This is an optimization exercise on Yosys and OpenROAD, whose aim is small area and a short achievable clock period, not a production implementation.
RTL that was checked went through simulation tests only; none was proved equivalent to the original.
Only the layout flow was run in run 1; the RTL was not checked for function there.
Power is estimated from default activity; no workload was simulated.

[flow/config.mk]
export PLATFORM = sky130hd
export DESIGN_NAME = PID_CONTROLLER
export DESIGN_NICKNAME = PID_CONTROLLER
export VERILOG_FILES = /design/flow/design.v
export SDC_FILE = /design/flow/constraint.sdc
export NUM_CORES = 4
export LEC_CHECK = 0
export CAP_MARGIN = 20
export CORE_MARGIN = 2
export CORE_UTILIZATION = 40
export SETUP_SLACK_MARGIN = 5
export SLEW_MARGIN = 20
[flow/constraint.sdc]
create_clock -name core_clock -period 10.0 [get_ports {clk}]
set_input_delay 2.0000 -clock core_clock [delete_from_list [all_inputs] [get_ports {clk}]]
set_output_delay 2.0000 -clock core_clock [all_outputs]
set_load 0.01 [all_outputs]
[flow/design.v]
module clock_generator(f_clk,rst,f_adc_clock,f_dac_clock,f_sw,f_sw_rise,t);
input f_clk,rst;
output f_adc_clock,f_dac_clock,f_sw;
output f_sw_rise;
output reg [8:0] t;
wire en = (&t[8:4]) & t[1] & t[0];       
assign f_sw_rise = en;
assign f_sw = en & t[2];                 
assign f_adc_clock = ~t[1] & ~t[0];
assign f_dac_clock = f_adc_clock;
always @(posedge f_clk)
  if (rst) t <= 9'd503;
  else if (en) t <= {8'd0, t[2]};
  else t <= t + 9'd1;
endmodule
module digital_PID_controller(clk,rst,en,init,qt,sel,adc,t,y0,y1);
input clk,rst;
input en;                       
input init;                     
input qt;                       
input sel;                      
input [8:0] adc;                
input [8:0] t;                  
output [11:0] y0,y1;            
reg [8:0] f0;
reg [8:0] fp;                   
reg fs;                         
reg [19:0] acc;                 
reg [13:0] k0;                  
reg kap;                        
reg [11:0] y0r;                 
reg y0e;                        
reg c1, c2, ca, cb, cx, cy, ck1, ck2;
wire band = ~f0[8] & (&f0[7:3]) & (|f0[2:0]);    
wire hi = sel & qt;
wire pass = (t[8:5] == 4'd1);
wire [4:0] s = t[4:0];
wire tp0 = (s <= 5'd8) ? fp[4] : fs;                                  
wire tp8 = (s == 5'd0) ? 1'b0 : (s <= 5'd9) ? fp[3] : fs;             
wire tp4 = (s < 5'd5) ? 1'b0 : (s <= 5'd13) ? fp[8] : fs;             
wire tp3 = (s < 5'd6) ? 1'b0 : (s <= 5'd14) ? fp[7] : fs;             
wire tpx = (s <= 5'd11) ? fp[1] : fs;                                 
wire tpy = (s < 5'd12) ? 1'b0 : fp[1];                                
reg f0m;                                                              
always @(*)
  case (s)
    5'd3,  5'd12: f0m = f0[0];
    5'd4,  5'd13: f0m = f0[1];
    5'd5,  5'd14: f0m = f0[2];
    5'd6,  5'd15: f0m = f0[3];
    5'd7,  5'd16: f0m = f0[4];
    5'd8,  5'd17: f0m = f0[5];
    5'd9,  5'd18: f0m = f0[6];
    5'd10, 5'd19: f0m = f0[7];
    default:      f0m = f0[8];
  endcase
wire f0x = (s <= 5'd11) ? f0m : f0[8];
wire f0y = (s < 5'd12) ? 1'b0 : f0m;
wire h1 = tp0 ^ tp8 ^ c1;
wire h1c = (tp0 & tp8) | (c1 & (tp0 ^ tp8));
wire h2 = tp4 ^ tp3 ^ c2;
wire h2c = (tp4 & tp3) | (c2 & (tp4 ^ tp3));
wire sa = acc[0] ^ h1 ^ ca;
wire sac = (acc[0] & h1) | (ca & (acc[0] ^ h1));
wire ab = sa ^ h2 ^ cb;                                               
wire abc = (sa & h2) | (cb & (sa ^ h2));
wire x = f0x ^ ~tpx ^ cx;
wire xc = (f0x & ~tpx) | (cx & (f0x ^ ~tpx));
wire y = f0y ^ ~tpy ^ cy;
wire yc = (f0y & ~tpy) | (cy & (f0y ^ ~tpy));
wire dy = (s < 5'd12) ? 1'b0 : y;                                     
wire nx = (s < 5'd3) ? 1'b1 : ~x;                                     
wire ak = (s <= 5'd17) ? ab : acc[19];
wire sk = ak ^ dy ^ ck1;
wire skc = (ak & dy) | (ck1 & (ak ^ dy));
wire kb = sk ^ nx ^ ck2;
wire kbc = (sk & nx) | (ck2 & (sk ^ nx));
always @(posedge clk) begin
  c1 <= pass & h1c;
  c2 <= pass & h2c;
  ca <= pass & sac;
  cb <= pass & abc;
  cx <= ~(pass & (s >= 5'd3)) | xc;
  cy <= ~(pass & (s >= 5'd12)) | yc;
  ck1 <= pass & (s >= 5'd2) & skc;
  ck2 <= ~(pass & (s >= 5'd2)) | kbc;
  k0 <= {(pass & (s >= 5'd7) & (s <= 5'd20)) ? kb : k0[0], k0[13:1]};
  if (pass & (s == 5'd3)) kap <= kb;
  if (pass & ((s == 5'd4) | (s == 5'd5))) kap <= kap & kb;
  if (pass & (s == 5'd6)) kap <= kap | kb;
end
wire [8:0] na = ~adc;
wire w = ~na[8] & (na[7:0] >= 8'd186);
wire hn = hi & ~init;
wire [13:0] kbase = init ? (sel ? 14'd0 : 14'd2203) : {k0[1:0], k0[13:2]};
wire [8:0] ko = hn ? (band ? 9'd255 : 9'd223) + {8'd0, kap} : 9'd0;
wire [13:0] kc = (w ? 14'd350 - 14'd2560 : 14'd350) + {5'd0, ko};
wire [13:0] o2 = {{3{na[8]}}, na, 2'b00};
wire [13:0] o3 = {{5{na[8]}}, na};
wire [13:0] p1 = kbase ^ o2 ^ o3;
wire [13:0] g1 = {(kbase[12:0] & o2[12:0]) | (kbase[12:0] & o3[12:0]) | (o2[12:0] & o3[12:0]), 1'b0};
wire [13:0] p2 = p1 ^ g1 ^ kc;
wire [13:0] g2 = {(p1[12:0] & g1[12:0]) | (p1[12:0] & kc[12:0]) | (g1[12:0] & kc[12:0]), 1'b0};
wire [13:0] y0n = p2 + g2;
wire [8:0] fe = init ? (sel ? 9'd0 : 9'b100100010) : hi ? f0 + 9'd7 : f0;
always @(posedge clk) begin
  if (en) begin
    y0r <= y0n[13:2];
    y0e <= y0n[1] | y0n[0];
    f0 <= 9'd69 - adc;
  end
  fp <= en ? fe : {fp[0], fp[8:1]};
  if (en) fs <= ~init & fe[8];
end
always @(posedge clk)
  if (rst) acc <= 20'd0;
  else acc <= {(pass & (s <= 5'd17)) ? ab : (pass & (s <= 5'd19) & s[4]) ? acc[19] : acc[0], acc[19:1]};
wire [11:0] d0 = y0r;
wire [11:0] ad = {band, band, 1'b0, band, band, 3'b000, 1'b1, 2'b00, y0e};
wire [12:0] rc;
assign rc[0] = 1'b0;
genvar i;
generate for (i = 0; i < 12; i = i + 1) begin : r1
  assign rc[i+1] = (d0[i] & ad[i]) | (rc[i] & (d0[i] ^ ad[i]));
end endgenerate
assign y0 = d0;
assign y1 = d0 ^ ad ^ rc[11:0];
endmodule
module DPWM_dead_time_circuit(clk,rst,sel,y0,y1,Q_H,Q_L);
input clk,rst,sel;
input [11:0] y0,y1;
output Q_H,Q_L;
reg q_pwm;
reg [5:0] shift;
reg [11:0] counter;
function le12;
  input [11:0] a, b;
  reg [11:0] g, p;
  reg [2:0] gg, pp;
  integer k;
  begin
    g = b & ~a;                          
    p = ~(a ^ b);
    g[11] = a[11] & ~b[11];              
    for (k = 0; k < 3; k = k + 1) begin
      gg[k] = g[4*k+3] | (p[4*k+3] & g[4*k+2]) | (p[4*k+3] & p[4*k+2] & g[4*k+1]) |
              (p[4*k+3] & p[4*k+2] & p[4*k+1] & g[4*k]);
      pp[k] = &p[4*k +: 4];
    end
    le12 = gg[2] | (pp[2] & (gg[1] | (pp[1] & (gg[0] | pp[0]))));
  end
endfunction
wire low = counter[11] | (counter[10:1] == 10'd0);    
wire on = low | le12(counter, sel ? y1 : y0);
wire wrap = (counter == 12'd499) & ~on;
always @(posedge clk)
  if (rst) begin
    q_pwm <= 1'b0;
    counter <= 12'd0;
    shift <= 6'd0;
  end else begin
    q_pwm <= on;
    counter <= wrap ? 12'd0 : counter + 12'd1;
    shift <= {shift[4:0], q_pwm};
  end
assign Q_H = q_pwm & shift[5];
assign Q_L = ~(q_pwm | shift[5]);
endmodule
module PID_CONTROLLER(clk,rst,clk_adc,clk_dac,pwm_high,pwm_low,adc_data,dac_data,Q_load,Q_L_R_tran);
input clk,rst,Q_L_R_tran;
output clk_adc,clk_dac,pwm_high,pwm_low,Q_load;
input signed [9:0] adc_data;
output [11:0] dac_data;
wire en, init;
wire [8:0] t;
reg [6:0] s;                    
wire q_tran = s[6];             
wire [11:0] y0, y1;
clock_generator u1(.f_clk(clk),.rst(rst),.f_adc_clock(clk_adc),.f_dac_clock(clk_dac),.f_sw(init),.f_sw_rise(en),.t(t));
always @(posedge clk)
  if (rst) s <= 7'd12;
  else if (en) s <= (s == 7'd112) ? 7'd12 : s + 7'd1;
digital_PID_controller u2(.clk(clk),.rst(rst),.en(en),.init(init),.qt(q_tran),.sel(Q_L_R_tran),
  .adc(adc_data[9:1]),.t(t),.y0(y0),.y1(y1));
DPWM_dead_time_circuit u6(.clk(clk),.rst(rst),.sel(Q_L_R_tran & q_tran),.y0(y0),.y1(y1),.Q_H(pwm_high),.Q_L(pwm_low));
assign Q_load = ~Q_L_R_tran & q_tran;
assign dac_data = 12'b0;
endmodule
[flow/run.sh]
#!/bin/bash
# synth_recipe.tcl (not shown) runs the flow's synth.tcl, then flattens the netlist and writes it again
# the make line also repeats each setting of config.mk as NAME=value (left out here)
make -C /OpenROAD-flow-scripts/flow DESIGN_CONFIG=/design/flow/config.mk WORK_HOME=/design/flow/orfs CLKGATE_MAP_FILE= SYNTH_SCRIPT=/design/flow/synth_recipe.tcl finish
==> impl_metrics.tcl, run 1 <==
set metrics [dict create \
    critPathRequiredTime_ns 10.09 \
    io_pins 30 \
    period_share_pct 48.7 \
    yosys_warnings 4 \
    ant_nets 0 \
    start_kind "input port" \
    grt_pass1_vias 4757 \
    core.rowCount 48 \
    whs_path_depth 0 \
    grt_pass1_wl_um 24100 \
    postCtsHoldBufs 0 \
    fp.dieW_um 136 \
    wl_met1_um 7280 \
    skew_ns 0.0143 \
    clk_pin_slew_worst_paths_ns 0.07 \
    finalNonFillerCells 1010 \
    synthTopCellsByCount "86 x dfxtp_1, 83 x inv_1, 77 x nand2_1" \
    powerDensity_mw_per_mm2 336 \
    ys_top_cells_by_area "dfxtp_1 25%, edfxtp_1 10%, ha_1 10%" \
    die_area_sq_mm 0.0185 \
    fin_tns_setup_ns 0 \
    clkSinkCount 110 \
    place_congestion 0.811 \
    worst-path-buf-inv 1 \
    drt-initial-drc-count 278 \
    ir_drop_mv 0.224 \
    antenna_found_initial 0 \
    hp-class "reg -> reg" \
    grtUsageTotal_pct 16.6 \
    diodes 0 \
    finalSetupViolCount 0 \
    drv_slew 0 \
    synth_seq_cells 110 \
    vias 5091 \
    cp_slowest_cell "fa_1" \
    firstDrtPassIters 5 \
    postSynthAreaPerCell_sq_um 9.11 \
    die_y_um 136 \
    slew_headroom_pct 52.2 \
    reg2reg_depth 23 \
    clk_path_buf_depth 2 \
    async_flop_share_pct 0 \
    min_from "u2.k0[11]" \
    rrSetupSlack_ns 5.20 \
    root_buffer "clkbuf_16" \
    design_power_total_uw 2630 \
    crit_type "in -> reg" \
    synth-edff-count 24 \
    dr_wl_met2_um 6570 \
    status "finished clean" \
    grt_overflow 0 \
    cts_buffers 9 \
    min_period_ns 4.87 \
    port_buffers 16 \
    synth-seq-area-share_pct 35.0 \
    crit_top_cell "ha_4" \
    maxCapViolations 0 \
    area_growth_pct 12.4 \
    wl_per_cell_um 14.3 \
    synth.distinct_cells 64 \
    netlist_instances 765 \
    regToRegStartpoint "u2.y0r[0]" \
    layout-drive-gt1-share_pct 11.5 \
    cp.arrival_ns 4.97 \
    hold_violations 0 \
    crit_path_end_kind "flop" \
    p_leak_uw 0.00327 \
    initial_core_util_pct 40.6 \
    slowest_delay_ns 0.56 \
    synth.most_common_cell "dfxtp_1" \
    h-tree-depth 3 \
    synth_largest_area_cell "dfxtp_1" \
    fmax_mhz 205 \
    via_per_inst 5.04 \
    synth_ff_type "dfxtp_1" \
    synth_top_area_share_pct 24.7 \
    cp_cell_sequence "dlygate4sd2_1 -> a2111o_1 -> a211oi_4 -> ha_4 -> fa_1 -> ha_4 -> a21o_1 -> a31o_2 -> a21oi_1 -> o31ai_1 -> xor2_1" \
    hpwl_um 10400 \
    core_sq_mm 0.0172 \
    grt_max_degree 43 \
    worstPathMaxFanout 6 \
    worst_pin_slew_ns 0.709 \
    hold_path_end "u2.k0[10]" \
    placed_cells 981 \
    hold_ws_ns 0.353 \
    final_nets 878 \
    route.met3.wl_um 440 \
    clock_latency_ns 0.36 \
    synth_area_sq_mm 0.00697 \
    rsz0062_at_grt "false" \
    drc 0 \
    drt-total-wl_um 14500 \
    cp_top_family "compound AO/OA/AOI/OAI gates" \
    reg2reg_to "u6.counter[5]" \
    cts_tree "built" \
    top_layer_used "met4" \
]
[routing by layer]
layer | GRT usage (%) | vias up
met2 | 26.1 | 70
met5 | 0 | -
met1 | 23.2 | 2416
li1 | - | 2595
met4 | 5.27 | 0
met3 | 3.21 | 10
[cell usage in the layout (no fill, tap or decap), drive strengths merged, types with 14 or more instances in the layout]
master  Yosys  routed
o21ai      41      42
nand2      77      77
a21oi      27      27
ha         57      57
buf        20      19
xnor2      35      35
clkbuf     22      14
dfxtp      86      86
fa         28      28
nor2       47      47
edfxtp     24      24
nor2b      33      33
inv        83      87
[worst max-delay path by stage]
stage,from,to,slack [ns],cells after the start
global route,adc_data[3],u2.y0r[11],5.00,14
CTS,adc_data[2],u2.y0r[11],5.01,14
finish,adc_data[3],u2.y0r[11],5.13,11
floorplan,adc_data[9],u2.y0r[11],5.01,13
detailed placement,Q_L_R_tran,u2.y0r[9],4.06,12
global placement,Q_L_R_tran,u2.y0r[9],4.03,12
[cells by family (layout without fill, tap and decap cells)]
family | after synthesis | count (layout) | synth area share, %
xor+xnor | 49 | 49 | 6.36
other cells | 1 | 12 | 0.0538
flops | 110 | 110 | 35.0
simple gates | 252 | 252 | 18.7
mux | 9 | 9 | 1.35
fa+ha+maj | 85 | 85 | 18.3
buf+inv | 128 | 136 | 7.90
compound gates | 131 | 132 | 12.3
[metrics by stage]
step           worst slack, ns  util (%)  area [sq um]
2_1_floorplan             5.01         -          7010
3_3_place_gp              4.03      42.3          7270
3_5_place_dp              4.06      42.3          7270
4_1_cts                   5.01      44.6          7670
5_1_grt                   5.00      45.6          7830
6_report                  5.13      45.6          7830
[area by class of cell]
class / instances / area, sq um
flip-flops and latches: 110 / 2450
clock buffers: 9 / 225
inverters: 86 / 330
fillers: 1706 / 9340
clock inverters: 7 / 90.1
repair buffers: 34 / 269
well taps: 225 / 282
multi-input cells: 539 / 4190
[flip-flops by register name (all words and copies together), names as in the netlist, 6 cells and up]
name        cells
s               7
u1.t            9
u2.acc         20
u2.f0           9
u2.fp           9
u2.k0          14
u2.y0r         12
u6.counter     12
u6.shift        6
[where the power goes]
group | switching [uW] | leakage (uW) | internal (uW) | total [uW]
Sequential | 79.7 | 0.000922 | 613 | 693
Combinational | 877 | 0.00219 | 688 | 1570
Clock | 173 | 0.000154 | 200 | 373
Total | 1130 | 0.00327 | 1500 | 2630
[timing repair]
action                                  4_1_cts  5_1_grt
buffers inserted                              3        9
endpoints found under the setup margin       20       14
pin swaps                                     2       16
resized for setup                            24       42
gates cloned                                  0        1
==> run 2: changes to the inputs <==
--- a/flow/design.v
+++ b/flow/design.v
@@ -93,8 +93,20 @@
 wire w = ~na[8] & (na[7:0] >= 8'd186);
 wire hn = hi & ~init;
 wire [13:0] kbase = init ? (sel ? 14'd0 : 14'd2203) : {k0[1:0], k0[13:2]};
-wire [8:0] ko = hn ? (band ? 9'd255 : 9'd223) + {8'd0, kap} : 9'd0;
-wire [13:0] kc = (w ? 14'd350 - 14'd2560 : 14'd350) + {5'd0, ko};
+wire [13:0] kc0 = w ? 14'd350 - 14'd2560 : 14'd350;
+reg [13:0] kc1;
+always @(*)
+  case ({band, kap, w})
+    3'b000: kc1 = 14'd350 + 14'd223;
+    3'b001: kc1 = 14'd350 + 14'd223 - 14'd2560;
+    3'b010: kc1 = 14'd350 + 14'd224;
+    3'b011: kc1 = 14'd350 + 14'd224 - 14'd2560;
+    3'b100: kc1 = 14'd350 + 14'd255;
+    3'b101: kc1 = 14'd350 + 14'd255 - 14'd2560;
+    3'b110: kc1 = 14'd350 + 14'd256;
+    default: kc1 = 14'd350 + 14'd256 - 14'd2560;
+  endcase
+wire [13:0] kc = hn ? kc1 : kc0;
 wire [13:0] o2 = {{3{na[8]}}, na, 2'b00};
 wire [13:0] o3 = {{5{na[8]}}, na};
 wire [13:0] p1 = kbase ^ o2 ^ o3;
@@ -135,23 +147,17 @@
 reg [11:0] counter;
 function le12;
   input [11:0] a, b;
-  reg [11:0] g, p;
-  reg [2:0] gg, pp;
+  reg c;
   integer k;
   begin
-    g = b & ~a;                          
-    p = ~(a ^ b);
-    g[11] = a[11] & ~b[11];              
-    for (k = 0; k < 3; k = k + 1) begin
-      gg[k] = g[4*k+3] | (p[4*k+3] & g[4*k+2]) | (p[4*k+3] & p[4*k+2] & g[4*k+1]) |
-              (p[4*k+3] & p[4*k+2] & p[4*k+1] & g[4*k]);
-      pp[k] = &p[4*k +: 4];
-    end
-    le12 = gg[2] | (pp[2] & (gg[1] | (pp[1] & (gg[0] | pp[0]))));
+    c = 1'b1;
+    for (k = 0; k < 11; k = k + 1)
+      c = (b[k] & ~a[k]) | (b[k] & c) | (~a[k] & c);
+    le12 = (~b[11] & a[11]) | (~b[11] & c) | (a[11] & c);
   end
 endfunction
 wire low = counter[11] | (counter[10:1] == 10'd0);    
-wire on = low | le12(counter, sel ? y1 : y0);
+wire on = low | (sel ? le12(counter, y1) : le12(counter, y0));
 wire wrap = (counter == 12'd499) & ~on;
 always @(posedge clk)
   if (rst) begin
==> run 2 against run 1 <==
  * Clock skew decreased by 0.0077 ns
  * Worst hold slack got worse by 0.0040 ns
  * Fmax increased by 0.23%
  * Setup slack improved by 0.011 ns
  * Total power decreased by 25%
  * Non-clock buffer count decreased by 2
  * Clock-buffer cell count increased by 1
  * First-iteration DRC count decreased by 1.8%
  * Final cell count decreased by 7.1%
  * Global-route usage decreased by 1.0 points
  * Register-to-register slack improved by 0.03 ns
==> impl_metrics.tcl, run 2 <==
set metrics [dict create \
    powerDensity_mw_per_mm2 267 \
    crit_type "in -> reg" \
    wl_per_cell_um 14.0 \
    drt-total-wl_um 13100 \
    startpoint "adc_data[7]" \
    min_period_ns 4.86 \
    start_kind "input port" \
    synth.most_common_cell "dfxtp_1" \
    postCtsHoldBufs 0 \
    initial_core_util_pct 41.0 \
    worstPathMaxFanout 5 \
    period_share_pct 48.6 \
    via_per_inst 5.07 \
    antenna_found_initial 0 \
    vias 4760 \
    largestRegisters "u2.acc (20), u2.k0 (14)" \
    port_buffers 16 \
    grt_overflow 0 \
    finalSetupViolCount 0 \
    clk_path_buf_depth 2 \
    layout_commonest_cell "dfxtp_1" \
    largest_reg_flops 20 \
    hp-class "reg -> reg" \
    endpoint "u2.y0r[9]" \
    synth_area_sq_mm 0.00652 \
    synth_largest_area_cell "dfxtp_1" \
    firstDrtPassIters 5 \
    place_congestion 0.884 \
    fmax_mhz 206 \
    clkSinkCount 110 \
    regToRegStartpoint "u1.t[2]" \
    synth.distinct_cells 66 \
    status "finished clean" \
    netlist_instances 696 \
    hold_violations 0 \
    synthTopCellsByCount "86 x dfxtp_1, 75 x inv_1, 53 x nand2_1" \
    yosys.area_share.simple_pct 17.3 \
    slew_headroom_pct 38.8 \
    async_flop_share_pct 0 \
    cts_tree "built" \
    regMostFlops "u2.acc" \
    reg2reg_to "u2.y0r[8]" \
    ir_drop_mv 0.119 \
    grt_max_degree 36 \
    drc 0 \
    die_area_sq_mm 0.0173 \
    dpl-instance-area_sq_mm 0.00683 \
    clk_pin_slew_worst_paths_ns 0.07 \
    grt_pass1_wl_um 22300 \
    synth_compound_area_share_pct 13.2 \
    area_growth_pct 12.9 \
    layout-drive-gt1-share_pct 11.8 \
    fin_tns_setup_ns 0 \
    synth_ff_type "dfxtp_1" \
    root_buffer "clkbuf_16" \
    io_pins 30 \
    h-tree-depth 3 \
    die_y_um 132 \
    final_nets 799 \
    rrSetupSlack_ns 5.23 \
    ys_top_cells_by_area "dfxtp_1 26%, edfxtp_1 11%, fa_1 8.6%" \
    diodes 0 \
    grt_pass1_vias 4610 \
    wl_met1_um 6190 \
    p_leak_uw 0.00310 \
    synth_top_area_share_pct 26.4 \
    reg2reg_depth 17 \
    yosys_warnings 4 \
    worst_pin_slew_ns 0.910 \
    synth_top_family_by_area "simple AND/OR/NAND/NOR gates" \
    route.met3.wl_um 574 \
    hpwl_um 9710 \
    synth-seq-area-share_pct 37.5 \
    cts_buffers 9 \
    maxCapViolations 0 \
    placed_cells 910 \
    skew_ns 0.00660 \
    finalNonFillerCells 938 \
    dr_wl_met2_um 6120 \
    core_sq_mm 0.0159 \
    yosys.area_share.xor_xnor_pct 6.59 \
    synth-edff-count 24 \
    synth_mux_area_share_pct 1.11 \
    top_layer_used "met4" \
    layout_common_cells "83 x dfxtp_1, 70 x inv_1, 52 x nand2_1" \
    grtUsageTotal_pct 15.6 \
    postSynthAreaPerCell_sq_um 9.36 \
    cp.arrival_ns 4.96 \
    ant_nets 0 \
    critPathRequiredTime_ns 10.10 \
    clock_latency_ns 0.35 \
    drt-initial-drc-count 273 \
    synthAdderAreaFrac_pct 17.2 \
    rsz0062_at_grt "false" \
    fp.dieW_um 132 \
    fin_area_sq_mm 0.00735 \
    drv_slew 0 \
    core.rowCount 46 \
    synth_seq_cells 110 \
    design_power_total_uw 1960 \
    crit_path_end_kind "flop" \
]
run 2: layout make-up:
class | count | area (sq um)
Multi-Input combinational cell | 489 | 3790
Clock inverter | 6 | 51.3
Tap cell | 216 | 270
Clock buffer | 10 | 239
Fill cell | 1540 | 8530
Inverter | 75 | 282
Sequential cell | 110 | 2450
Timing Repair Buffer | 32 | 270
run 2: cells by family (layout without fill, tap and decap cells):
| family | Yosys count | count (layout) |
|---|---|---|
| xor gates and xnor gates | 49 | 49 |
| DFF | 110 | 110 |
| AOI/OAI and AO/OA | 128 | 128 |
| muxes | 7 | 7 |
| buffers and inverters | 108 | 123 |
| other | 1 | 12 |
| and+or+nand+nor | 220 | 220 |
| adders and majority gates | 73 | 73 |
run 2: worst max-delay path, cell delays in order:
cell	delay, ns
clkdlybuf4s50_1	0.47
inv_2	0.08
fa_1	0.50
inv_1	0.05
fa_1	0.41
inv_1	0.07
ha_1	0.25
or2_2	0.33
a21oi_1	0.27
a21oi_2	0.08
a21o_1	0.21
a21oi_2	0.15
xnor2_1	0.08
run 2: per-stage QoR:
stage | util [%] | hold slack (ns) | setup WS, ns
finish | 46.3 | 0.349 | 5.14
floorplan | - | 0.323 | 5.02
detailed placement | 43.0 | 0.333 | 3.84
global placement | 43.0 | 0.330 | 3.92
global route | 46.3 | 0.358 | 4.97
CTS | 45.2 | 0.350 | 5.01
run 2: power breakdown:
part | switching (uW) | total [uW] | internal, uW | leakage (uW)
Sequential | 83.6 | 663 | 579 | 0.000922
Clock | 155 | 353 | 198 | 0.000145
Combinational | 546 | 947 | 401 | 0.00203
Total | 784 | 1960 | 1180 | 0.00310
run 2: repair_timing:
action                                  CTS  global route
pin swaps                                 2            13
resized for setup                        26            34
endpoints found under the setup margin    9             6
buffers inserted                          1            11
run 2: how the worst min path moves through the flow:
stage,start,end,slack (ns),cells past startpoint
final,u2.k0[4],u2.k0[3],0.35,0
after CTS,u2.k0[4],u2.k0[3],0.35,0
after global placement,u2.k0[4],u2.k0[3],0.33,0
after floorplan,u2.k0[11],u2.k0[10],0.32,0
after detailed placement,u2.k0[7],u2.k0[6],0.33,0
after global routing,u2.k0[4],u2.k0[3],0.36,0
run 2: metal layers:
metal | vias up | GRT usage [%]
met5 | - | 0
met1 | 2280 | 21.1
met2 | 98 | 25.3
li1 | 2363 | -
met4 | 0 | 5.25
met3 | 19 | 2.85
==> run 3: changes to the inputs <==
--- a/flow/design.v
+++ b/flow/design.v
@@ -31,6 +31,7 @@
 reg [11:0] y0r;                 
 reg y0e;                        
 reg c1, c2, ca, cb, cx, cy, ck1, ck2;
+reg fw;                         
 wire band = ~f0[8] & (&f0[7:3]) & (|f0[2:0]);    
 wire hi = sel & qt;
 wire pass = (t[8:5] == 4'd1);
@@ -60,8 +61,9 @@
 wire h1c = (tp0 & tp8) | (c1 & (tp0 ^ tp8));
 wire h2 = tp4 ^ tp3 ^ c2;
 wire h2c = (tp4 & tp3) | (c2 & (tp4 ^ tp3));
-wire sa = acc[0] ^ h1 ^ ca;
-wire sac = (acc[0] & h1) | (ca & (acc[0] ^ h1));
+wire a0 = acc[0] & ~fw;
+wire sa = a0 ^ h1 ^ ca;
+wire sac = (a0 & h1) | (ca & (a0 ^ h1));
 wire ab = sa ^ h2 ^ cb;                                               
 wire abc = (sa & h2) | (cb & (sa ^ h2));
 wire x = f0x ^ ~tpx ^ cx;
@@ -93,22 +95,22 @@
 wire w = ~na[8] & (na[7:0] >= 8'd186);
 wire hn = hi & ~init;
 wire [13:0] kbase = init ? (sel ? 14'd0 : 14'd2203) : {k0[1:0], k0[13:2]};
-wire [13:0] kc0 = w ? 14'd350 - 14'd2560 : 14'd350;
+wire [13:0] kc0 = w ? 14'd350 - 14'd1280 - 14'd2560 : 14'd350 - 14'd1280;
 reg [13:0] kc1;
 always @(*)
   case ({band, kap, w})
-    3'b000: kc1 = 14'd350 + 14'd223;
-    3'b001: kc1 = 14'd350 + 14'd223 - 14'd2560;
-    3'b010: kc1 = 14'd350 + 14'd224;
-    3'b011: kc1 = 14'd350 + 14'd224 - 14'd2560;
-    3'b100: kc1 = 14'd350 + 14'd255;
-    3'b101: kc1 = 14'd350 + 14'd255 - 14'd2560;
-    3'b110: kc1 = 14'd350 + 14'd256;
-    default: kc1 = 14'd350 + 14'd256 - 14'd2560;
+    3'b000: kc1 = 14'd350 - 14'd1280 + 14'd223;
+    3'b001: kc1 = 14'd350 - 14'd1280 + 14'd223 - 14'd2560;
+    3'b010: kc1 = 14'd350 - 14'd1280 + 14'd224;
+    3'b011: kc1 = 14'd350 - 14'd1280 + 14'd224 - 14'd2560;
+    3'b100: kc1 = 14'd350 - 14'd1280 + 14'd255;
+    3'b101: kc1 = 14'd350 - 14'd1280 + 14'd255 - 14'd2560;
+    3'b110: kc1 = 14'd350 - 14'd1280 + 14'd256;
+    default: kc1 = 14'd350 - 14'd1280 + 14'd256 - 14'd2560;
   endcase
 wire [13:0] kc = hn ? kc1 : kc0;
-wire [13:0] o2 = {{3{na[8]}}, na, 2'b00};
-wire [13:0] o3 = {{5{na[8]}}, na};
+wire [13:0] o2 = {3'b000, adc[8], na[7:0], 2'b00};
+wire [13:0] o3 = {5'b00000, adc[8], na[7:0]};
 wire [13:0] p1 = kbase ^ o2 ^ o3;
 wire [13:0] g1 = {(kbase[12:0] & o2[12:0]) | (kbase[12:0] & o3[12:0]) | (o2[12:0] & o3[12:0]), 1'b0};
 wire [13:0] p2 = p1 ^ g1 ^ kc;
@@ -125,8 +127,10 @@
   if (en) fs <= ~init & fe[8];
 end
 always @(posedge clk)
-  if (rst) acc <= 20'd0;
-  else acc <= {(pass & (s <= 5'd17)) ? ab : (pass & (s <= 5'd19) & s[4]) ? acc[19] : acc[0], acc[19:1]};
+  if (rst) fw <= 1'b1;
+  else if (en & ~init) fw <= 1'b0;
+always @(posedge clk)
+  acc <= {(pass & (s <= 5'd17)) ? ab : (pass & (s <= 5'd19) & s[4]) ? acc[19] : acc[0], acc[19:1]};
 wire [11:0] d0 = y0r;
 wire [11:0] ad = {band, band, 1'b0, band, band, 3'b000, 1'b1, 2'b00, y0e};
 wire [12:0] rc;
--- a/flow/config.mk
+++ b/flow/config.mk
@@ -7,6 +7,6 @@
 export LEC_CHECK = 0
 export CAP_MARGIN = 20
 export CORE_MARGIN = 2
-export CORE_UTILIZATION = 40
+export CORE_UTILIZATION = 60
 export SETUP_SLACK_MARGIN = 5
 export SLEW_MARGIN = 20
==> run 3 against run 2 <==
  * Largest cell class unchanged
  * Synthesized cell count shrank 1.6%
  * Final cell count shrank 11%
  * Global-route usage up 8.4 points
  * Critical path type unchanged
  * Highest routed layer unchanged
  * Die area is 33% lower
  * Critical path depth unchanged
  * Sequential power is 2% higher
  * Worst hold slack worse by 0.012 ns
  * Still clean
  * Sequential share of layout area rose by 2.3 points
  * Critical endpoint is now u2.y0r[11]
  * Sequential cell count grew 1
  * Setup slack got worse by 0.033 ns
  * Register-to-register slack lost 0.10 ns
==> impl_metrics.tcl, run 3 <==
set metrics [dict create \
    fp.dieW_um 108 \
    netlist_instances 685 \
    ant_nets 0 \
    regMostFlops "u2.acc" \
    largest_reg_flops 20 \
    status "finished clean" \
    rrSetupSlack_ns 5.13 \
    grt_max_degree 36 \
    final_nets 773 \
    core.rowCount 37 \
    firstDrtPassIters 5 \
    initial_core_util_pct 62.2 \
    vias 4724 \
    powerDensity_mw_per_mm2 266 \
    dpl-instance-area_sq_mm 0.00666 \
    h-tree-depth 3 \
    synthTopCellsByCount "86 x dfxtp_1, 76 x inv_1, 47 x nand2_1" \
    clk_path_buf_depth 2 \
    grt_pass1_vias 4579 \
    reg2reg_to "u2.kap" \
    yosys_warnings 4 \
    hold_path_end "u2.acc[8]" \
    place_congestion 0.892 \
    fin_area_sq_mm 0.00696 \
    busiest_layer "met2" \
    cts_buffers 9 \
    postCtsHoldBufs 0 \
    die_y_um 108 \
    io_pins 30 \
    fmax_mhz 204 \
    synth.distinct_cells 74 \
    period_share_pct 48.9 \
    gr-usage-met2_pct 39.8 \
    crit_type "in -> reg" \
    synth.most_common_cell "dfxtp_1" \
    die_area_sq_mm 0.0116 \
    start_kind "input port" \
    use_met1_pct 31.7 \
    reg2reg_depth 18 \
    drc 0 \
    grt_overflow 0 \
    p_leak_uw 0.00290 \
    largestRegisters "u2.acc (20), u2.k0 (14)" \
    synth_largest_area_cell "dfxtp_1" \
    fin_tns_setup_ns 0 \
    grt_pass1_wl_um 21700 \
    slew_headroom_pct 53.1 \
    whs_path_depth 0 \
    layout_commonest_cell "dfxtp_1" \
    port_buffers 16 \
    finalSetupViolCount 0 \
    antenna_found_initial 0 \
    via_per_inst 5.66 \
    grtUsageTotal_pct 24.0 \
    critPathRequiredTime_ns 10.17 \
    synth_area_sq_mm 0.00645 \
    cp.arrival_ns 5.06 \
    min_from "u2.acc[9]" \
    core_sq_mm 0.0104 \
    skew_ns 0.0134 \
    maxCapViolations 0 \
    synth-seq-area-share_pct 38.3 \
    clk_pin_slew_worst_paths_ns 0.11 \
    synth_ff_type "dfxtp_1" \
    root_buffer "clkbuf_8" \
    hold_ws_ns 0.337 \
    drt-initial-drc-count 262 \
    fin_util_pct 67.1 \
    rsz0062_at_grt "true" \
    regToRegStartpoint "u1.t[1]" \
    fill_cells 869 \
    hpwl_um 9720 \
    area_growth_pct 7.85 \
    synth-edff-count 25 \
    min_period_ns 4.89 \
    crit_path_end_kind "flop" \
    clkSinkCount 111 \
    drv_slew 0 \
    hp-class "reg -> reg" \
    layout-drive-gt1-share_pct 8.01 \
    grtUsageMet3_pct 5.93 \
    hold_violations 0 \
    synth_top_area_share_pct 26.7 \
    diodes 0 \
    synth_seq_cells 111 \
    ir_drop_mv 0.165 \
    cts_tree "built" \
    drt-total-wl_um 12900 \
    layout_common_cells "82 x dfxtp_1, 75 x inv_1, 46 x nand2_1" \
    postSynthAreaPerCell_sq_um 9.42 \
    worst_pin_slew_ns 0.701 \
    clock_latency_ns 0.40 \
    ys_top_cells_by_area "dfxtp_1 27%, edfxtp_1 12%, fa_1 8.1%" \
    async_flop_share_pct 0 \
    worstPathMaxFanout 7 \
    wl_per_cell_um 15.4 \
]
==> run 3: cell types whose count changed after synthesis, moves of 5 or more <==
cell / previous run / this run
a21o_1: 8 / 13
buf_2: 3 / 9
nand2_1: 53 / 47
nand4_1: 4 / 13
nor2_1: 52 / 46
nor2b_1: 34 / 23
nor3_1: 8 / 18
==> run 3: worst max path at each step <==
stage,startpoint,to
6_report,Q_L_R_tran,u2.y0r[11]
5_1_grt,u1.t[1],u2.kap
4_1_cts,u1.t[1],u2.kap
3_5_place_dp,Q_L_R_tran,u2.y0r[11]
3_3_place_gp,Q_L_R_tran,u2.y0r[11]
2_1_floorplan,u1.t[1],u2.kap
==> run 3: through the flow <==
stage	setup WS, ns	std cells	power, uW
floorplan	5.03	696	1330
global placement	4.16	817	1510
detailed placement	4.13	817	1540
CTS	4.99	835	1830
global route	4.95	835	2010
finish	5.11	835	1850
==> run 3: cell families after synthesis <==
logic type / count (synthesis) / synth area share (%)
XOR/XNOR: 44 / 5.97
buffers and inverters: 114 / 7.74
multiplexers: 5 / 0.834
AND/OR/NAND/NOR: 212 / 17.2
AO/OA/AOI/OAI: 129 / 13.6
other: 1 / 0.0581
adder cells (fa/ha/maj): 69 / 16.3
flip-flops: 111 / 38.3
==> run 3: per-layer routing <==
| layer | wire [um] | part of all wire [%] | vias up |
|---|---|---|---|
| met1 | 5870 | 46 | 2259 |
| li1 | - | - | 2337 |
| met4 | 153 | 1.2 | 0 |
| met5 | 0 | 0 | - |
| met3 | 628 | 4.9 | 18 |
| met2 | 6200 | 48 | 110 |
==> run 3: area by class of cell <==
type,instances,area [sq um],share of cell area [%]
clock buffer,9,124,1.78
clock inverter,7,71.3,1.02
inverter,78,297,4.26
multi-input combinational,471,3590,51.6
sequential,111,2480,35.7
tap,136,170,2.45
timing repair buffer,23,220,3.16
==> run 3: report_power, final <==
part / internal (uW) / switching, uW / total (uW)
clock: 98.4 / 170 / 268
sequential: 585 / 92.5 / 678
combinational: 387 / 515 / 903
==> run 3: worst max-delay path: stages <==
cell,delay [ns]
clkdlybuf4s18_2,0.30
nor2_4,0.09
a21o_1,0.18
ha_1,0.30
fa_1,0.48
ha_1,0.23
fa_1,0.44
a211oi_2,0.25
o21a_1,0.18
nor2_1,0.06
a211o_1,0.30
a21oi_2,0.18
xnor2_1,0.08
==> run 3: what timing repair did <==
action                     4_1_cts  5_1_grt
setup buffers                    2        0
resized for setup               17       20
pin swaps                        0        2
setup endpoints to repair        8        5
==> run 4: changes to the inputs <==
--- a/flow/config.mk
+++ b/flow/config.mk
@@ -7,6 +7,7 @@
 export LEC_CHECK = 0
 export CAP_MARGIN = 20
 export CORE_MARGIN = 2
-export CORE_UTILIZATION = 60
+export CORE_UTILIZATION = 40
+export CTS_BUF_LIST = sky130_fd_sc_hd__clkbuf_8
 export SETUP_SLACK_MARGIN = 5
 export SLEW_MARGIN = 20
==> run 4 against run 3 <==
  * Setup slack better by 0.0058 ns
  * Critical endpoint is now u2.y0r[10]
  * Critical path depth down 2
  * Largest power group unchanged
  * Critical path type unchanged
  * Non-clock buffer count up 1
==> impl_metrics.tcl, run 4 <==
set metrics [dict create \
    grt_max_degree 36 \
    fin_util_pct 44.6 \
    crit_type "in -> reg" \
    core.rowCount 46 \
    layout_common_cells "82 x dfxtp_1, 76 x inv_1, 46 x nand2_1" \
    skew_ns 0.0125 \
    largest_reg_flops 20 \
    ir_drop_mv 0.0813 \
    period_share_pct 48.9 \
    yosys_warnings 4 \
    die_y_um 131 \
    antenna_found_initial 0 \
    grt_pass1_vias 4537 \
    die_area_sq_mm 0.0172 \
    clock_latency_ns 0.39 \
    fin_tns_setup_ns 0 \
    fmax_mhz 205 \
    rsz0062_at_grt "false" \
    drt-total-wl_um 13100 \
    synth_seq_cells 111 \
    fp.dieW_um 131 \
    critPathRequiredTime_ns 10.15 \
    place_congestion 0.847 \
    crit_path_end_kind "flop" \
    initial_core_util_pct 40.8 \
    hpwl_um 9740 \
    final_nets 774 \
    root_buffer "clkbuf_8" \
    synth-seq-area-share_pct 38.3 \
    largestRegisters "u2.acc (20), u2.k0 (14)" \
    grt_pass1_wl_um 21500 \
    drt-initial-drc-count 288 \
    cts_buffers 9 \
    status "finished clean" \
    synth_largest_area_cell "dfxtp_1" \
    finalSetupViolCount 0 \
    synth.most_common_cell "dfxtp_1" \
    regMostFlops "u2.acc" \
    cp.arrival_ns 5.04 \
    slew_headroom_pct 54.4 \
    synth_area_sq_mm 0.00645 \
    vias 4729 \
    drc 0 \
    synth_top_area_share_pct 26.7 \
    port_buffers 16 \
    diodes 0 \
    synth-edff-count 25 \
    start_kind "input port" \
    postSynthAreaPerCell_sq_um 9.42 \
    min_period_ns 4.89 \
    firstDrtPassIters 8 \
    async_flop_share_pct 0 \
    worstPathMaxFanout 5 \
    clk_path_buf_depth 2 \
    layout-drive-gt1-share_pct 8.00 \
    layout_commonest_cell "dfxtp_1" \
    netlist_instances 685 \
    maxCapViolations 0 \
    clk_pin_slew_worst_paths_ns 0.10 \
    core_sq_mm 0.0158 \
    p_leak_uw 0.00289 \
    powerDensity_mw_per_mm2 258 \
    grt_overflow 0 \
    ys_top_cells_by_area "dfxtp_1 27%, edfxtp_1 12%, fa_1 8.1%" \
    ant_nets 0 \
    grtUsageTotal_pct 15.9 \
    worst_pin_slew_ns 0.682 \
    cts_tree "built" \
    via_per_inst 5.16 \
    wl_per_cell_um 14.3 \
    clkSinkCount 111 \
    area_growth_pct 9.33 \
    io_pins 30 \
    hold_violations 0 \
    h-tree-depth 3 \
    drv_slew 0 \
    synth.distinct_cells 74 \
    hp-class "reg -> reg" \
    synthTopCellsByCount "86 x dfxtp_1, 76 x inv_1, 47 x nand2_1" \
    design_power_total_uw 1820 \
    synth_ff_type "dfxtp_1" \
]
## run 4: changes by cell type in the layout (fill, tap and decap cells not counted), moves of 2 or more
cell and delta:
clkinv_4 +3, inv_6 -3, a21oi_1 +2, a21oi_2 -2
## run 4: kinds of logic after synthesis
logic type | synth area share (%)
other cells | 0.0581
xor+xnor | 5.97
mux | 0.834
simple gates | 17.2
buf+inv | 7.74
compound gates | 13.6
fa+ha+maj | 16.3
flops | 38.3
## run 4: area by class of cell
type                    instances  area (sq um)
clock inverters                 7          58.8
well taps                     216           270
repair buffers                 24           226
fillers                      1502          8770
multi-input cells             471          3600
flip-flops and latches        111          2480
inverters                      78           293
clock buffers                   9           124
## run 4: worst max-delay path: stages
cell and delay, ns:
clkdlybuf4s50_1 0.58, inv_1 0.13, fa_1 0.50, fa_1 0.49, ha_1 0.35, and3_1 0.16
a221o_1 0.35, nand4_1 0.13, nand4_1 0.11, o211ai_1 0.13, xnor2_1 0.09
## run 4: final timing paths
check                    from         end  slack, ns  depth (start not counted)
setup / recovery  adc_data[6]  u2.y0r[10]       5.11                         11
setup reg to reg      u1.t[0]      u2.kap       5.24                         17
hold reg to reg    u2.acc[11]  u2.acc[10]       0.34                          0
hold / removal     u2.acc[11]  u2.acc[10]       0.34                          0
## run 4: report_power, final
group	internal [uW]	switching, uW
Sequential	585	92.3
Clock	94.3	165
Combinational	384	498
## run 4: what timing repair did
action | CTS | global route
hold buffers | 0 | 0
resized for setup | 18 | 16
endpoints found under the hold margin | 0 | 0
pin swaps | 0 | 2
setup endpoints to repair | 10 | 6
setup buffers | 2 | 3
## run 4: per-layer routing
metal | vias up | global-route usage [%] | routed length, um
met2 | 104 | 25.2 | 5950
li1 | 2342 | - | -
met3 | 16 | 4.64 | 576
met4 | 0 | 4.26 | 174
met5 | - | 0 | 0
met1 | 2267 | 21.5 | 6350
## run 4: stage by stage
stage / instances / setup WS (ns) / cell area, sq um / hold slack [ns]
after detailed placement: 895 / 4.13 / 6750 / 0.314
after global placement: 895 / 4.15 / 6740 / 0.315
after global routing: 916 / 5.00 / 7050 / 0.344
after floorplan: 696 / 5.03 / 6490 / 0.310
after CTS: 913 / 5.00 / 6990 / 0.339
final: 916 / 5.11 / 7050 / 0.336
==> run 5: changes to the inputs <==
--- a/flow/config.mk
+++ b/flow/config.mk
@@ -8,6 +8,5 @@
 export CAP_MARGIN = 20
 export CORE_MARGIN = 2
 export CORE_UTILIZATION = 40
-export CTS_BUF_LIST = sky130_fd_sc_hd__clkbuf_8
 export SETUP_SLACK_MARGIN = 5
 export SLEW_MARGIN = 20
==> run 5 against run 4 <==
  * Still clean on timing, DRC and antenna
  * Critical path depth stayed put
  * Via count is 0.34% higher
  * Core utilization is 0.82 points higher
  * Largest cell class unchanged
==> impl_metrics.tcl, run 5 <==
set metrics [dict create \
    synth-edff-count 25 \
    async_flop_share_pct 0 \
    diodes 0 \
    drv_slew 0 \
    critPathRequiredTime_ns 10.11 \
    netlist_instances 685 \
    hpwl_um 9740 \
    placed_cells 895 \
    grt_overflow 0 \
    setup_slack_ns 5.14 \
    layout_commonest_cell "dfxtp_1" \
    maxCapViolations 0 \
    cp.arrival_ns 4.97 \
    fmax_mhz 206 \
    fill_cells 1488 \
    postSynthAreaPerCell_sq_um 9.42 \
    regMostFlops "u2.acc" \
    synth.most_common_cell "dfxtp_1" \
    period_share_pct 48.6 \
    grtUsageTotal_pct 16.0 \
    place_ws_ns 4.13 \
    h-tree-depth 3 \
    grt_max_degree 36 \
    vias 4745 \
    synth_top_area_share_pct 26.7 \
    min_period_ns 4.86 \
    yosys_warnings 4 \
    design_power_total_uw 1920 \
    crit_type "in -> reg" \
    ant_nets 0 \
    die_area_sq_mm 0.0172 \
    ir_drop_mv 0.112 \
    startpoint "adc_data[9]" \
    rsz0062_at_grt "false" \
    firstDrtPassIters 8 \
    die_y_um 131 \
    worstPathMaxFanout 4 \
    synth_seq_cells 111 \
    p_leak_uw 0.00296 \
    slew_headroom_pct 53.5 \
    ys_top_cells_by_area "dfxtp_1 27%, edfxtp_1 12%, fa_1 8.1%" \
    root_buffer "clkbuf_16" \
    drt-total-wl_um 13100 \
    clkSinkCount 111 \
    area_growth_pct 11.3 \
    wl_per_cell_um 14.3 \
    crit_path_end_kind "flop" \
    fin_tns_setup_ns 0 \
    core.rowCount 46 \
    cts_buffers 9 \
    cts_tree "built" \
    finalSetupViolCount 0 \
    synth_largest_area_cell "dfxtp_1" \
    largest_reg_flops 20 \
    io_pins 30 \
    place_congestion 0.847 \
    grt_pass1_wl_um 21600 \
    worst_pin_slew_ns 0.696 \
    clk_path_buf_depth 2 \
    synth.distinct_cells 74 \
    largestRegisters "u2.acc (20), u2.k0 (14)" \
    finalNonFillerCells 917 \
    fin_util_pct 45.4 \
    layout-drive-gt1-share_pct 8.27 \
    powerDensity_mw_per_mm2 267 \
    clk_pin_slew_worst_paths_ns 0.07 \
    clock_latency_ns 0.36 \
    synth_ff_type "dfxtp_1" \
    fp.dieW_um 131 \
    regToRegStartpoint "u1.t[1]" \
    core_sq_mm 0.0158 \
    synth_area_sq_mm 0.00645 \
    layout_common_cells "82 x dfxtp_1, 75 x inv_1, 46 x nand2_1" \
    final_nets 775 \
    via_per_inst 5.17 \
    postCtsHoldBufs 0 \
    status "finished clean" \
    port_buffers 16 \
    hp-class "reg -> reg" \
    grt_pass1_vias 4537 \
    drc 0 \
    synth-seq-area-share_pct 38.3 \
    skew_ns 0.00971 \
    synthTopCellsByCount "86 x dfxtp_1, 76 x inv_1, 47 x nand2_1" \
    start_kind "input port" \
    min_from "u2.acc[5]" \
    antenna_found_initial 0 \
    drt-initial-drc-count 298 \
    hold_violations 0 \
    initial_core_util_pct 40.8 \
]
==> run 5: area by class of cell <==
cell class,instances,area [sq um],share of cell area (%)
Inverter,78,293,4.08
Sequential cell,111,2480,34.6
Multi-Input combinational cell,471,3610,50.3
Tap cell,216,270,3.76
Clock buffer,10,229,3.19
Timing Repair Buffer,25,241,3.36
Clock inverter,6,55.1,0.766
==> run 5: power breakdown <==
part           total (uW)  internal (uW)  leakage [uW]  switching [uW]
logic                 888            391       0.00188             497
registers             681            585      0.000934            96.0
clock network         347            174      0.000139             173
==> run 5: through the flow <==
stage	hold slack (ns)	area, sq um
after global routing	0.335	7180
after CTS	0.332	7070
after global placement	0.315	6740
final	0.329	7180
after floorplan	0.310	6490
after detailed placement	0.314	6750
==> run 5: cells by family after synthesis <==
| logic type | synth area share (%) |
|---|---|
| and+or+nand+nor | 17.2 |
| AOI/OAI and AO/OA | 13.6 |
| buffers and inverters | 7.74 |
| DFF | 38.3 |
| adders and majority gates | 16.3 |
| xor gates and xnor gates | 5.97 |
| muxes | 0.834 |
| other | 0.0581 |
==> run 5: metal layers <==
layer,wire length [um],global-route usage [%]
met5,0,0
met4,253,6.07
met3,470,3.66
met2,6060,25.2
met1,6320,21.5
==> run 5: timing repair <==
item,in CTS,in global routing
endpoints found under the setup margin,10,6
pin swaps,0,2
cloned,0,0
setup buffers,0,6
resized for setup,19,22
==> run 5: worst paths after layout <==
| check | end | slack [ns] | cells past startpoint |
|---|---|---|---|
| max reg2reg | u2.kap | 5.22 | 18 |
| max | u2.y0r[11] | 5.14 | 11 |
| min reg2reg | u2.acc[4] | 0.33 | 0 |
| min | u2.acc[4] | 0.33 | 0 |
==> run 5: critical path, cell delays in order <==
cell and delay, ns:
clkdlybuf4s50_1 0.58, inv_1 0.12, fa_1 0.51, inv_1 0.05, fa_1 0.40, ha_1 0.36, a21oi_1 0.27, o21ai_0 0.13
a211o_1 0.29, a21oi_1 0.18, xnor2_1 0.07
==> run 6: changes to the inputs <==
--- a/flow/config.mk
+++ b/flow/config.mk
@@ -8,5 +8,6 @@
 export CAP_MARGIN = 20
 export CORE_MARGIN = 2
 export CORE_UTILIZATION = 40
+export CTS_BUF_LIST = sky130_fd_sc_hd__clkbuf_4 sky130_fd_sc_hd__clkbuf_8
 export SETUP_SLACK_MARGIN = 5
 export SLEW_MARGIN = 20
==> run 6 against run 5 <==
  * Still clean on timing, DRC and antenna
  * Sequential cell count is the same
  * Non-clock buffer count shrank 1
  * Cell area down 1.8%
  * Area after synthesis is the same
  * Clock-buffer cell count stayed put
  * Register-to-register slack improved by 0.02 ns
  * Fmax is 0.63% lower
  * First-iteration DRC count decreased by 3.4%
  * Worst hold slack gained 0.0066 ns
  * Core utilization decreased by 0.80 points
  * Global-route usage fell by 0.076 points
==> impl_metrics.tcl, run 6 <==
set metrics [dict create \
    vias 4724 \
    drt-total-wl_um 13000 \
    cp_top_family "adder cells" \
    crit_cells 11 \
    finalSetupViolCount 0 \
    die_y_um 131 \
    synth_mux_area_share_pct 0.834 \
    drc 0 \
    grt_pass1_vias 4537 \
    yosys_warnings 4 \
    postSynthAreaPerCell_sq_um 9.42 \
    grtUsageTotal_pct 15.9 \
    port_buffers 16 \
    via_per_inst 5.16 \
    worst_pin_slew_ns 0.682 \
    design_power_total_uw 1820 \
    period_share_pct 48.9 \
    synthTopCellsByCount "86 x dfxtp_1, 76 x inv_1, 47 x nand2_1" \
    core_sq_mm 0.0158 \
    fmax_mhz 205 \
    cts_tree "built" \
    hp-class "reg -> reg" \
    synth-seq-area-share_pct 38.3 \
    cp_slowest_cell "clkdlybuf4s50_1" \
    maxCapViolations 0 \
    cp.arrival_ns 5.04 \
    postCtsHoldBufs 0 \
    ant_nets 0 \
    synth_ff_type "dfxtp_1" \
    largest_reg_flops 20 \
    wl_per_cell_um 14.2 \
    clk_path_buf_depth 2 \
    status "finished clean" \
    cp_cell_sequence "clkdlybuf4s50_1 -> inv_1 -> fa_1 -> fa_1 -> ha_1 -> and3_1 -> a221o_1 -> nand4_1 -> nand4_1 -> o211ai_1 -> xnor2_1" \
    async_flop_share_pct 0 \
    io_pins 30 \
    place_congestion 0.847 \
    die_area_sq_mm 0.0172 \
    layout-drive-gt1-share_pct 8.14 \
    crit_type "in -> reg" \
    antenna_found_initial 0 \
    hold_violations 0 \
    yosys.area_share.simple_pct 17.2 \
    firstDrtPassIters 8 \
    synth_top_family_by_area "simple AND/OR/NAND/NOR gates" \
    worst-path-buf-inv 2 \
    drv_slew 0 \
    reg2reg_depth 17 \
    fin_tns_setup_ns 0 \
    p_leak_uw 0.00289 \
    synth_compound_area_share_pct 13.6 \
    synth_top_area_share_pct 26.7 \
    synth.most_common_cell "dfxtp_1" \
    clock_latency_ns 0.39 \
    synthAdderAreaFrac_pct 16.3 \
    core.rowCount 46 \
    initial_core_util_pct 40.8 \
    powerDensity_mw_per_mm2 258 \
    yosys.area_share.xor_xnor_pct 5.97 \
    min_period_ns 4.89 \
    h-tree-depth 3 \
    grt_overflow 0 \
    cts_buffers 9 \
    largestRegisters "u2.acc (20), u2.k0 (14)" \
    ys_top_cells_by_area "dfxtp_1 27%, edfxtp_1 12%, fa_1 8.1%" \
    final_nets 774 \
    critPathRequiredTime_ns 10.15 \
    layout_common_cells "82 x dfxtp_1, 75 x inv_1, 46 x nand2_1" \
    synth_largest_area_cell "dfxtp_1" \
    clk_pin_slew_worst_paths_ns 0.10 \
    root_buffer "clkbuf_8" \
    worstPathMaxFanout 5 \
    hpwl_um 9740 \
    grt_max_degree 36 \
    crit_path_end_kind "flop" \
    synth-edff-count 25 \
    synth_seq_cells 111 \
    slew_headroom_pct 54.4 \
    synth_area_sq_mm 0.00645 \
    fp.dieW_um 131 \
    clkSinkCount 111 \
    ir_drop_mv 0.0813 \
    grt_pass1_wl_um 21500 \
    synth.distinct_cells 74 \
    netlist_instances 685 \
    start_kind "input port" \
    slowest_delay_ns 0.58 \
    drt-initial-drc-count 288 \
    skew_ns 0.0125 \
    whs_path_depth 0 \
    layout_commonest_cell "dfxtp_1" \
    area_growth_pct 9.39 \
    regMostFlops "u2.acc" \
    rsz0062_at_grt "false" \
    diodes 0 \
]
run 6: cell counts after synthesis:
No cell type changed its count.
run 6: cells by family (layout without fill, tap and decap cells):
| group | count (synthesis) | after routing |
|---|---|---|
| buffers and inverters | 114 | 118 |
| AO/OA/AOI/OAI | 129 | 129 |
| flip-flops | 111 | 111 |
| XOR/XNOR | 44 | 44 |
| AND/OR/NAND/NOR | 212 | 212 |
| adder cells (fa/ha/maj) | 69 | 69 |
| multiplexers | 5 | 5 |
| other | 1 | 12 |
run 6: timing repair:
action,in CTS,in global routing
pin swaps,0,2
setup endpoints to repair,10,6
setup buffers,2,3
resized for setup,18,16
gates cloned,0,0
endpoints found under the hold margin,0,0
run 6: worst paths after layout:
| path | startpoint | end | slack (ns) |
|---|---|---|---|
| setup / recovery | adc_data[6] | u2.y0r[10] | 5.11 |
| hold / removal | u2.acc[11] | u2.acc[10] | 0.34 |
| setup reg to reg | u1.t[0] | u2.kap | 5.24 |
| hold reg to reg | u2.acc[11] | u2.acc[10] | 0.34 |
run 6: metal layers:
metal,global-route usage [%],vias to the layer above,routed length (um)
met1,21.5,2264,6330
li1,-,2342,-
met4,4.26,0,174
met2,25.2,104,5950
met3,4.64,14,591
met5,0,-,0
run 6: final cells by class:
cell class / count / area (sq um)
clock inverters: 6 / 55.1
fillers: 1501 / 8770
flip-flops and latches: 111 / 2480
multi-input cells: 471 / 3600
clock buffers: 10 / 131
inverters: 78 / 293
repair buffers: 24 / 226
well taps: 216 / 270
run 6: where the power goes:
group	leakage (uW)	switching (uW)	internal [uW]
combinational	0.00185	498	384
clock	0.0000964	165	98.0
sequential	0.000934	92.2	585
total	0.00289	755	1070
run 6: stage by stage:
stage	area (sq um)	hold slack [ns]	setup WS, ns	instances	util (%)
finish	7060	0.336	5.11	916	44.6
global route	7060	0.344	5.00	916	44.6
CTS	6990	0.339	5.00	913	44.2
detailed placement	6750	0.314	4.13	895	42.6
global placement	6740	0.315	4.15	895	42.6
floorplan	6490	0.310	5.03	696	-
==> run 7: changes to the inputs <==
==> flow/flow/run.sh (new file) <==
#!/bin/bash
set -euo pipefail
export SETUP_SLACK_MARGIN=5.5
bash standard.sh > standard.log 2>&1
==> flow/standard.sh (new file) <==
#!/bin/bash
# synth_recipe.tcl (not shown) runs the flow's synth.tcl, then flattens the netlist and writes it again
# the make line also repeats each setting of config.mk as NAME=value (left out here)
make -C /OpenROAD-flow-scripts/flow DESIGN_CONFIG=/design/flow/config.mk WORK_HOME=/design/flow/orfs CLKGATE_MAP_FILE= SYNTH_SCRIPT=/design/flow/synth_recipe.tcl "${@:-finish}"
--- a/flow/config.mk
+++ b/flow/config.mk
@@ -8,6 +8,4 @@
 export CAP_MARGIN = 20
 export CORE_MARGIN = 2
 export CORE_UTILIZATION = 40
-export CTS_BUF_LIST = sky130_fd_sc_hd__clkbuf_4 sky130_fd_sc_hd__clkbuf_8
-export SETUP_SLACK_MARGIN = 5
 export SLEW_MARGIN = 20
removed: flow/run.sh
==> run 7 against run 6 <==
  * Sequential share of layout area shrank 1.5 points
  * Core utilization grew 2.1 points
  * Still clean on timing, DRC and antenna
  * Sequential cell count is the same
  * Clock skew shrank 0.0023 ns
  * Critical path depth grew 1
  * Combinational power grew 15%
  * Worst hold slack lost 0.0045 ns
  * Clock-buffer cell count is the same
==> impl_metrics.tcl, run 7 <==
set metrics [dict create \
    area_growth_pct 14.6 \
    synthTopCellsByCount "86 x dfxtp_1, 76 x inv_1, 47 x nand2_1" \
    fin_util_pct 46.7 \
    root_buffer "clkbuf_16" \
    cts_tree "built" \
    synth.distinct_cells 74 \
    synth_largest_area_cell "dfxtp_1" \
    min_period_ns 4.55 \
    synth_seq_cells 111 \
    yosys_warnings 4 \
    wl_met1_um 6280 \
    largest_reg_flops 20 \
    drt-initial-drc-count 285 \
    cts_buffers 9 \
    die_y_um 131 \
    clock_latency_ns 0.36 \
    route.met3.wl_um 401 \
    layout_commonest_cell "dfxtp_1" \
    grtUsageTotal_pct 17.1 \
    fill_cells 1499 \
    hold_violations 0 \
    netlist_instances 685 \
    core_sq_mm 0.0158 \
    clk_pin_slew_worst_paths_ns 0.07 \
    grt_pass1_vias 4776 \
    ant_nets 0 \
    via_per_inst 5.16 \
    cp_cell_sequence "buf_12 -> nand2_8 -> or3_4 -> fa_1 -> ha_2 -> fa_2 -> a211oi_2 -> o21a_1 -> nor2_2 -> a211o_1 -> a21oi_2 -> xnor2_1" \
    h-tree-depth 3 \
    powerDensity_mw_per_mm2 278 \
    placed_cells 894 \
    reg2reg_to "u2.kap" \
    synth.most_common_cell "dfxtp_1" \
    io_pins 30 \
    die_area_sq_mm 0.0172 \
    core.rowCount 46 \
    dpl-instance-area_sq_mm 0.00681 \
    worstPathMaxFanout 7 \
    start_kind "input port" \
    slew_headroom_pct 50.1 \
    fin_tns_setup_ns 0 \
    maxCapViolations 0 \
    diodes 0 \
    vias 4770 \
    port_buffers 16 \
    grt_pass1_wl_um 23000 \
    final_nets 783 \
    critPathRequiredTime_ns 10.11 \
    dr_wl_met2_um 6710 \
    rrSetupSlack_ns 5.55 \
    fin_area_sq_mm 0.00739 \
    cp_slowest_cell "fa_1" \
    whs_path_depth 0 \
    firstDrtPassIters 4 \
    ys_top_cells_by_area "dfxtp_1 27%, edfxtp_1 12%, fa_1 8.1%" \
    regToRegStartpoint "u1.t[0]" \
    regMostFlops "u2.acc" \
    crit_type "in -> reg" \
    hpwl_um 10100 \
    antenna_found_initial 0 \
    fp.dieW_um 131 \
    skew_ns 0.0102 \
    p_leak_uw 0.00296 \
    postSynthAreaPerCell_sq_um 9.42 \
    finalNonFillerCells 925 \
    wl_per_cell_um 14.7 \
    fmax_mhz 220 \
    drt-total-wl_um 13600 \
    cp.arrival_ns 4.65 \
    synth_top_area_share_pct 26.7 \
    rsz0062_at_grt "true" \
    clkSinkCount 111 \
    synth_ff_type "dfxtp_1" \
    min_from "u2.acc[9]" \
    reg2reg_depth 17 \
    crit_path_end_kind "flop" \
    synth-edff-count 25 \
    async_flop_share_pct 0 \
    worst_pin_slew_ns 0.747 \
    grt_overflow 0 \
    grt_max_degree 36 \
    layout_common_cells "81 x dfxtp_1, 70 x inv_1, 45 x nand2_1" \
    period_share_pct 45.5 \
    largestRegisters "u2.acc (20), u2.k0 (14)" \
    hp-class "reg -> reg" \
    place_ws_ns 4.43 \
    top_layer_used "met4" \
    drc 0 \
    drv_slew 0 \
    synth-seq-area-share_pct 38.3 \
    finalSetupViolCount 0 \
    hold_path_end "u2.acc[8]" \
    ir_drop_mv 0.140 \
    synth_area_sq_mm 0.00645 \
    status "finished clean" \
    slowest_delay_ns 0.49 \
    setup_slack_ns 5.45 \
    place_congestion 0.858 \
    initial_core_util_pct 40.8 \
    clk_path_buf_depth 2 \
    layout-drive-gt1-share_pct 14.0 \
]
==> run 7: cell counts after synthesis <==
Identical to the previous run, type by type.
==> run 7: how the worst max path moves through the flow <==
stage                from         end  slack, ns  depth (start not counted)
3_3_place_gp   Q_L_R_tran  u2.y0r[11]       4.45                         12
2_1_floorplan     u1.t[1]      u2.kap       5.42                         20
4_1_cts        Q_L_R_tran  u2.y0r[11]       5.43                         12
3_5_place_dp   Q_L_R_tran  u2.y0r[11]       4.43                         12
6_report       Q_L_R_tran  u2.y0r[11]       5.45                         12
5_1_grt           u1.t[1]      u2.kap       5.35                         18
==> run 7: cell type report <==
type,count,area (sq um),area share [%]
Inverter,78,297,4.01
Sequential cell,111,2490,33.7
Clock inverter,6,62.6,0.846
Clock buffer,10,229,3.10
Timing Repair Buffer,33,282,3.81
Tap cell,216,270,3.66
Multi-Input combinational cell,471,3760,50.9
==> run 7: routing by layer <==
metal,GRT usage (%),vias up
li1,-,2362
met2,28.7,65
met3,3.09,9
met5,0,-
met4,6.01,0
met1,22.2,2334
==> run 7: per-stage QoR <==
step | total power [uW] | hold WS [ns]
after floorplan | 1350 | 0.310
after global placement | 1540 | 0.315
after detailed placement | 1570 | 0.312
after CTS | 2040 | 0.335
after global routing | 2220 | 0.336
final | 2050 | 0.331
==> run 7: worst max-delay path, delay by kind of cell <==
kind | cells | cell delay (ns)
fa+ha+maj | 3 | 1.04
simple gates | 3 | 0.52
compound gates | 4 | 0.91
xor+xnor | 1 | 0.08
buf+inv | 1 | 0.11
==> run 7: logic make-up (layout without fill, tap and decap cells) <==
logic type | count (synthesis) | count (layout) | synth area share (%)
flops | 111 | 111 | 38.3
buf+inv | 114 | 127 | 7.74
other cells | 1 | 12 | 0.0581
simple gates | 212 | 212 | 17.2
xor+xnor | 44 | 44 | 5.97
compound gates | 129 | 129 | 13.6
fa+ha+maj | 69 | 69 | 16.3
mux | 5 | 5 | 0.834
==> run 7: power breakdown <==
group	internal (uW)	switching [uW]	total (uW)
registers	586	107	694
logic	468	540	1010
clock network	176	175	351
total	1230	822	2050
==> run 7: what timing repair did <==
action / 4_1_cts / 5_1_grt
hold buffers: 0 / 0
endpoints found under the setup margin: 15 / 11
pin swaps: 25 / 14
setup buffers: 13 / 2
resized for setup: 70 / 13

[separate check: timing with driven ports]
No port has a modelled driver above. Below, the same layouts with a new extraction and two added sets of constraints. Step 1 sets driving cells, clkbuf_16 on the clock port and buf_2 on the other inputs (assumed; they add their load-dependent delay and slew). Step 2 also shifts input and output timing later by t, the mid clock arrival at the registers, as if the neighbouring blocks saw the same clock. Three values: ideal ports, drivers, drivers and shift; two values: the first two.
run | shift t [ns] | setup slack, ns | worst setup path at the end | worst data-port slew with drivers (ns)
run 1 | 0.398 | 5.127 / 5.151 / 4.754 | input to register | 0.03
run 2 | 0.388 | 5.138 / 5.152 / 4.764 | input to register | 0.03
run 3 | 0.430 | 5.105 / 5.116 / 4.685 | input to register | 0.03
run 4 | 0.422 | 5.111 / 5.114 / 4.692 | input to register | 0.04
run 5 | 0.396 | 5.142 / 5.161 / 4.765 | input to register | 0.03
run 6 | 0.422 | 5.111 / 5.114 / 4.692 | input to register | 0.04
run 7 | 0.393 | 5.454 / 5.433 / 5.040 | input to register | 0.06
After both steps every run listed still meets setup and hold. For run 3, which loses most, drivers alone change the setup slack by +0.011 ns; drivers and shift together by -0.420 ns.
